Context: an optimization exercise on an open-source flow, tuned for small area, a short achievable clock period and few clock cycles. The choices shown serve that exercise and are no tape-out recipe. Only simulation tests tie the RTL to the original design; equivalence was not proved. Power and IR drop assume default switching activity.

## main
==> flow/design.v <==
module axi_data_width_downsizer #(
	parameter			DATA_WIDTH_FROM	= 64,
	parameter			DATA_WIDTH_TO	= 8,
	parameter	byte	TID_WIDTH		= 1,
	parameter	byte	TDEST_WIDTH		= 1,
	parameter	byte	TUSER_WIDTH		= 1,
	parameter	bit		TID_EN			= 0,
	parameter	bit		TDEST_EN		= 0,
	parameter	bit		TUSER_EN		= 0
)(
	input logic aclk,
	input logic areset_n,
	output	logic								s_axis_tready,
	input	logic								s_axis_tvalid,
	input	logic [DATA_WIDTH_FROM - 1:0]		s_axis_tdata,
	input	logic [DATA_WIDTH_FROM / 8 - 1:0]	s_axis_tkeep,
	input	logic								s_axis_tlast,
	input	logic [TID_WIDTH - 1:0]				s_axis_tid,
	input	logic [TDEST_WIDTH - 1:0]			s_axis_tdest,
	input	logic [TUSER_WIDTH - 1:0]			s_axis_tuser,
	input	logic								m_axis_tready,
	output	logic								m_axis_tvalid,
	output	logic [DATA_WIDTH_TO - 1:0]			m_axis_tdata,
	output	logic [DATA_WIDTH_TO / 8 - 1:0]		m_axis_tkeep,
	output	logic								m_axis_tlast,
	output	logic [TID_WIDTH - 1:0]				m_axis_tid,
	output	logic [TDEST_WIDTH - 1:0]			m_axis_tdest,
	output	logic [TUSER_WIDTH - 1:0]			m_axis_tuser
);
localparam	COUNT	= DATA_WIDTH_FROM / DATA_WIDTH_TO;
localparam	KW		= DATA_WIDTH_TO / 8;
logic								b_valid;
logic [COUNT - 1:0]					b_sel;
logic [DATA_WIDTH_FROM - 1:0]		b_data;
logic [DATA_WIDTH_FROM / 8 - 1:0]	b_keep;
logic								b_last;
logic								s_ready_q;	 
logic								o_empty;	 
logic								o_valid_q;	 
logic [DATA_WIDTH_TO - 1:0]			o_data;
logic [KW - 1:0]					o_keep;
logic								o_last;
logic								o_load;
logic [COUNT - 1:0]					chunk_end;	 
logic [COUNT - 1:0]					chunk_last;	 
logic								b_end;
logic								s_end;
logic [DATA_WIDTH_TO - 1:0]			n_data;
logic [KW - 1:0]					n_keep;
logic								n_last;
logic								b_valid_n;
logic								o_valid_n;
logic [COUNT - 1:0]					b_sel_n;
assign s_axis_tready = s_ready_q;
assign m_axis_tvalid = o_valid_q;
assign m_axis_tdata  = o_data;
assign m_axis_tkeep  = o_keep;
assign m_axis_tlast  = o_last;
assign m_axis_tid    = '0;
assign m_axis_tdest  = '0;
assign m_axis_tuser  = '0;
assign o_load = o_empty || m_axis_tready;
always_comb begin
	for (int j = 0; j < COUNT - 1; j++) begin
		chunk_end[j]  = (b_keep[(j + 1) * KW +: KW] == '0);
		chunk_last[j] = chunk_end[j];
	end
	chunk_end[COUNT - 1]  = 1'b1;
	chunk_last[COUNT - 1] = b_last;
end
assign b_end = |(b_sel & chunk_end);
assign s_end = (COUNT == 1) || (s_axis_tkeep[KW +: KW] == '0);
always_comb begin
	n_data = b_valid ? '0 : s_axis_tdata[DATA_WIDTH_TO - 1:0];
	n_keep = b_valid ? '0 : s_axis_tkeep[KW - 1:0];
	n_last = b_valid ? |(b_sel & chunk_last) : (COUNT == 1 ? s_axis_tlast : s_end);
	for (int j = 0; j < COUNT; j++) begin
		n_data = n_data | ({DATA_WIDTH_TO{b_sel[j]}} & b_data[j * DATA_WIDTH_TO +: DATA_WIDTH_TO]);
		n_keep = n_keep | ({KW{b_sel[j]}} & b_keep[j * KW +: KW]);
	end
end
always_comb begin
	if (b_valid) begin
		o_valid_n = 1'b1;
		if (o_load) begin
			b_valid_n = !b_end;
			b_sel_n = b_end ? '0 : (b_sel << 1);
		end else begin
			b_valid_n = 1'b1;
			b_sel_n = b_sel;
		end
	end else begin
		o_valid_n = s_axis_tvalid;
		if (o_load) begin
			b_valid_n = s_axis_tvalid && !s_end;
			b_sel_n = (s_axis_tvalid && !s_end) ? COUNT'(2) : '0;
		end else begin
			b_valid_n = s_axis_tvalid;
			b_sel_n = s_axis_tvalid ? COUNT'(1) : '0;
		end
	end
end
always_ff @(posedge aclk) begin
	if (!areset_n) begin
		b_valid   <= 1'b0;
		s_ready_q <= 1'b1;
		b_sel     <= '0;
		o_empty   <= 1'b1;
		o_valid_q <= 1'b0;
	end else begin
		b_valid   <= b_valid_n;
		s_ready_q <= !b_valid_n;
		b_sel     <= b_sel_n;
		if (o_load) begin
			o_empty   <= !o_valid_n;
			o_valid_q <= o_valid_n;
		end
	end
end
always_ff @(posedge aclk) begin
	if (!b_valid) begin
		b_data <= s_axis_tdata;
		b_keep <= s_axis_tkeep;
		b_last <= s_axis_tlast;
	end
end
always_ff @(posedge aclk) begin
	if (o_load) begin
		o_data <= n_data;
		o_keep <= n_keep;
		o_last <= n_last;
	end
end
endmodule
module axi_data_width_converter_top #(
	parameter		SLAVE_DATA_WIDTH	= 256,
	parameter		MASTER_DATA_WIDTH	= 32,
	parameter byte	TID_WIDTH			= 1, 
	parameter byte	TDEST_WIDTH			= 1,
	parameter byte	TUSER_WIDTH			= 1,
	parameter bit	TID_EN				= 0,
	parameter bit	TDEST_EN			= 0,
	parameter bit	TUSER_EN			= 0
)(
	input logic aclk,
	input logic areset_n,
	output	logic								s_axis_tready,
	input	logic								s_axis_tvalid,
	input	logic [SLAVE_DATA_WIDTH - 1:0]		s_axis_tdata,
	input	logic [SLAVE_DATA_WIDTH / 8 - 1:0]	s_axis_tkeep,
	input	logic								s_axis_tlast,
	input	logic [TID_WIDTH - 1:0]				s_axis_tid,
	input	logic [TDEST_WIDTH - 1:0]			s_axis_tdest,
	input	logic [TUSER_WIDTH - 1:0]			s_axis_tuser,
	input	logic								m_axis_tready,
	output	logic								m_axis_tvalid,
	output	logic [MASTER_DATA_WIDTH - 1:0]		m_axis_tdata,
	output	logic [MASTER_DATA_WIDTH / 8 - 1:0]	m_axis_tkeep,
	output	logic								m_axis_tlast,
	output	logic [TID_WIDTH - 1:0]				m_axis_tid,
	output	logic [TDEST_WIDTH - 1:0]			m_axis_tdest,
	output	logic [TUSER_WIDTH - 1:0]			m_axis_tuser
);
axi_data_width_downsizer #(
		.DATA_WIDTH_FROM(SLAVE_DATA_WIDTH),
		.DATA_WIDTH_TO(MASTER_DATA_WIDTH),
		.TID_WIDTH(TID_WIDTH),
		.TDEST_WIDTH(TDEST_WIDTH),
		.TUSER_WIDTH(TUSER_WIDTH),
		.TID_EN(TID_EN),
		.TDEST_EN(TDEST_EN),
		.TUSER_EN(TUSER_EN)
	) downsizer(
		.aclk(aclk),
		.areset_n(areset_n),
		.s_axis_tid(s_axis_tid),
		.s_axis_tdest(s_axis_tdest),
		.s_axis_tuser(s_axis_tuser),
		.m_axis_tid(m_axis_tid),
		.m_axis_tdest(m_axis_tdest),
		.m_axis_tuser(m_axis_tuser),
		.s_axis_tready(s_axis_tready),
		.s_axis_tvalid(s_axis_tvalid),
		.s_axis_tkeep(s_axis_tkeep),
		.s_axis_tdata(s_axis_tdata),
		.s_axis_tlast(s_axis_tlast),
		.m_axis_tready(m_axis_tready),
		.m_axis_tvalid(m_axis_tvalid),
		.m_axis_tdata(m_axis_tdata),
		.m_axis_tkeep(m_axis_tkeep),
		.m_axis_tlast(m_axis_tlast)
	);
endmodule
Settings: LEC_CHECK=0, CAP_MARGIN=20, CORE_MARGIN=2, CORE_UTILIZATION=40, SETUP_SLACK_MARGIN=2.5, SLEW_MARGIN=20; clock period 4.0 ns.
standard.sh (not shown) runs the stock make flow with config.mk's settings and CLKGATE_MAP_FILE= SYNTH_SCRIPT=/design/flow/synth_recipe.tcl, a recipe that flattens the netlist after the stock synthesis.
==> flow/flow/run.sh <==
#!/bin/bash
# Standard layout, with the port buffers made from the smallest plain buffer.
set -euo pipefail
export BUFFER_PORTS_ARGS="-buffer_cell sky130_fd_sc_hd__buf_1"
bash standard.sh > standard.log 2>&1
Testbench counts of main, summed over its fixed seeds: cycles 18,458.
For the feature branch, these inputs were changed with respect to main:
--- a/flow/design.v
+++ b/flow/design.v
@@ -35,6 +35,8 @@
 logic [DATA_WIDTH_FROM / 8 - 1:0]	b_keep;
 logic								b_last;
 logic								s_ready_q;	 
+logic								b_load;		 
+logic								b_hold;		 
 logic								o_empty;	 
 logic								o_valid_q;	 
 logic [DATA_WIDTH_TO - 1:0]			o_data;
@@ -51,6 +53,8 @@
 logic								b_valid_n;
 logic								o_valid_n;
 logic [COUNT - 1:0]					b_sel_n;
+logic								g_in;
+logic [COUNT - 1:0]					g_sel;
 assign s_axis_tready = s_ready_q;
 assign m_axis_tvalid = o_valid_q;
 assign m_axis_tdata  = o_data;
@@ -70,13 +74,15 @@
 end
 assign b_end = |(b_sel & chunk_end);
 assign s_end = (COUNT == 1) || (s_axis_tkeep[KW +: KW] == '0);
+assign g_in  = o_load && b_load;
+assign g_sel = o_load ? b_sel : '0;
 always_comb begin
-	n_data = b_valid ? '0 : s_axis_tdata[DATA_WIDTH_TO - 1:0];
-	n_keep = b_valid ? '0 : s_axis_tkeep[KW - 1:0];
-	n_last = b_valid ? |(b_sel & chunk_last) : (COUNT == 1 ? s_axis_tlast : s_end);
+	n_data = {DATA_WIDTH_TO{g_in}} & s_axis_tdata[DATA_WIDTH_TO - 1:0];
+	n_keep = {KW{g_in}} & s_axis_tkeep[KW - 1:0];
+	n_last = (g_in & (COUNT == 1 ? s_axis_tlast : s_end)) | |(g_sel & chunk_last);
 	for (int j = 0; j < COUNT; j++) begin
-		n_data = n_data | ({DATA_WIDTH_TO{b_sel[j]}} & b_data[j * DATA_WIDTH_TO +: DATA_WIDTH_TO]);
-		n_keep = n_keep | ({KW{b_sel[j]}} & b_keep[j * KW +: KW]);
+		n_data = n_data | ({DATA_WIDTH_TO{g_sel[j]}} & b_data[j * DATA_WIDTH_TO +: DATA_WIDTH_TO]);
+		n_keep = n_keep | ({KW{g_sel[j]}} & b_keep[j * KW +: KW]);
 	end
 end
 always_comb begin
@@ -104,12 +110,16 @@
 	if (!areset_n) begin
 		b_valid   <= 1'b0;
 		s_ready_q <= 1'b1;
+		b_load    <= 1'b1;
+		b_hold    <= 1'b0;
 		b_sel     <= '0;
 		o_empty   <= 1'b1;
 		o_valid_q <= 1'b0;
 	end else begin
 		b_valid   <= b_valid_n;
 		s_ready_q <= !b_valid_n;
+		b_load    <= !b_valid_n;
+		b_hold    <= b_valid_n;
 		b_sel     <= b_sel_n;
 		if (o_load) begin
 			o_empty   <= !o_valid_n;
@@ -118,18 +128,14 @@
 	end
 end
 always_ff @(posedge aclk) begin
-	if (!b_valid) begin
-		b_data <= s_axis_tdata;
-		b_keep <= s_axis_tkeep;
-		b_last <= s_axis_tlast;
-	end
+	b_data <= ({DATA_WIDTH_FROM{b_load}} & s_axis_tdata) | ({DATA_WIDTH_FROM{b_hold}} & b_data);
+	b_keep <= ({DATA_WIDTH_FROM / 8{b_load}} & s_axis_tkeep) | ({DATA_WIDTH_FROM / 8{b_hold}} & b_keep);
+	b_last <= (b_load & s_axis_tlast) | (b_hold & b_last);
 end
 always_ff @(posedge aclk) begin
-	if (o_load) begin
-		o_data <= n_data;
-		o_keep <= n_keep;
-		o_last <= n_last;
-	end
+	o_data <= n_data | ({DATA_WIDTH_TO{!o_load}} & o_data);
+	o_keep <= n_keep | ({KW{!o_load}} & o_keep);
+	o_last <= n_last | (!o_load & o_last);
 end
 endmodule
 module axi_data_width_converter_top #(
Notes after the runs:
- No stage failed in the feature branch, and the final checks on the layout all came back clean.
- For the feature branch, the most common cell after layout, fill and taps aside was sky130_fd_sc_hd__a22o_1, unlike main, where it was sky130_fd_sc_hd__edfxtp_1.
- Setup WNS main -> the feature branch: better
- Sequential share of layout area in the feature branch vs main: down 19 points
- In the final reports, the cell area of the feature branch is smaller than that of main.
- Horizontal extent of the die | the feature branch below main
- [compare] base=main new=the feature branch: minimum clock period now sits lower; routability-driven placement congestion ratio now sits lower; total routed wirelength now sits higher; fmax now sits higher; portion of total power attributed to combinational logic now sits higher.
- Against main, the feature branch reports a clock-buffer cell count that is higher.
- main -> the feature branch: detailed router's first-iteration violation count increased slightly
- Looking at cell with the biggest individual delay on the critical path, the sky130_fd_sc_hd__edfxtp_1 result is from main; the sky130_fd_sc_hd__dfxtp_4 one comes from the feature branch.
- Power: the feature branch and main compared, lower one is main
- Against main, number of multi-input logic gates in the feature branch rose by more than 100%.
- Looking at topmost layer with routed signal wires, the met4 result is from main; the met5 one comes from the feature branch.
- The feature branch and main ended up with nearly the same insertion delay of the later-clocked pin in the worst-skew pair.
Testbench counts of the feature branch, summed over its fixed seeds: cycles 18,458.

## separate check: timing with driven ports
The flow's constraints put no driver on any port. The routed layouts listed below were extracted and timed again, unchanged, in two steps. Step 1 sets driving cells, clkbuf_16 on the clock port and buf_2 on the other inputs (assumed; they add their load-dependent delay and slew). Step 2, shift: input delay + t, output delay - t, t = (earliest + latest rising clock arrival at the registers) / 2. This alone moves slack from input paths to output paths. Slacks: ideal ports / drivers / drivers and shift; pairs: ideal ports / drivers.
run | t, ns | setup slack, ns | worst setup path at the end | clock arrival spread, ns
main | 0.554 | 2.141 / 2.091 / 1.998 | input to register | 0.014 / 0.014
the feature branch | 0.550 | 2.232 / 2.180 / 1.974 | input to register | 0.010 / 0.011
After both steps setup and hold are still met in every run listed. The setup slack of the feature branch, which loses most, moves by -0.052 ns with the drivers and by -0.258 ns with both steps.
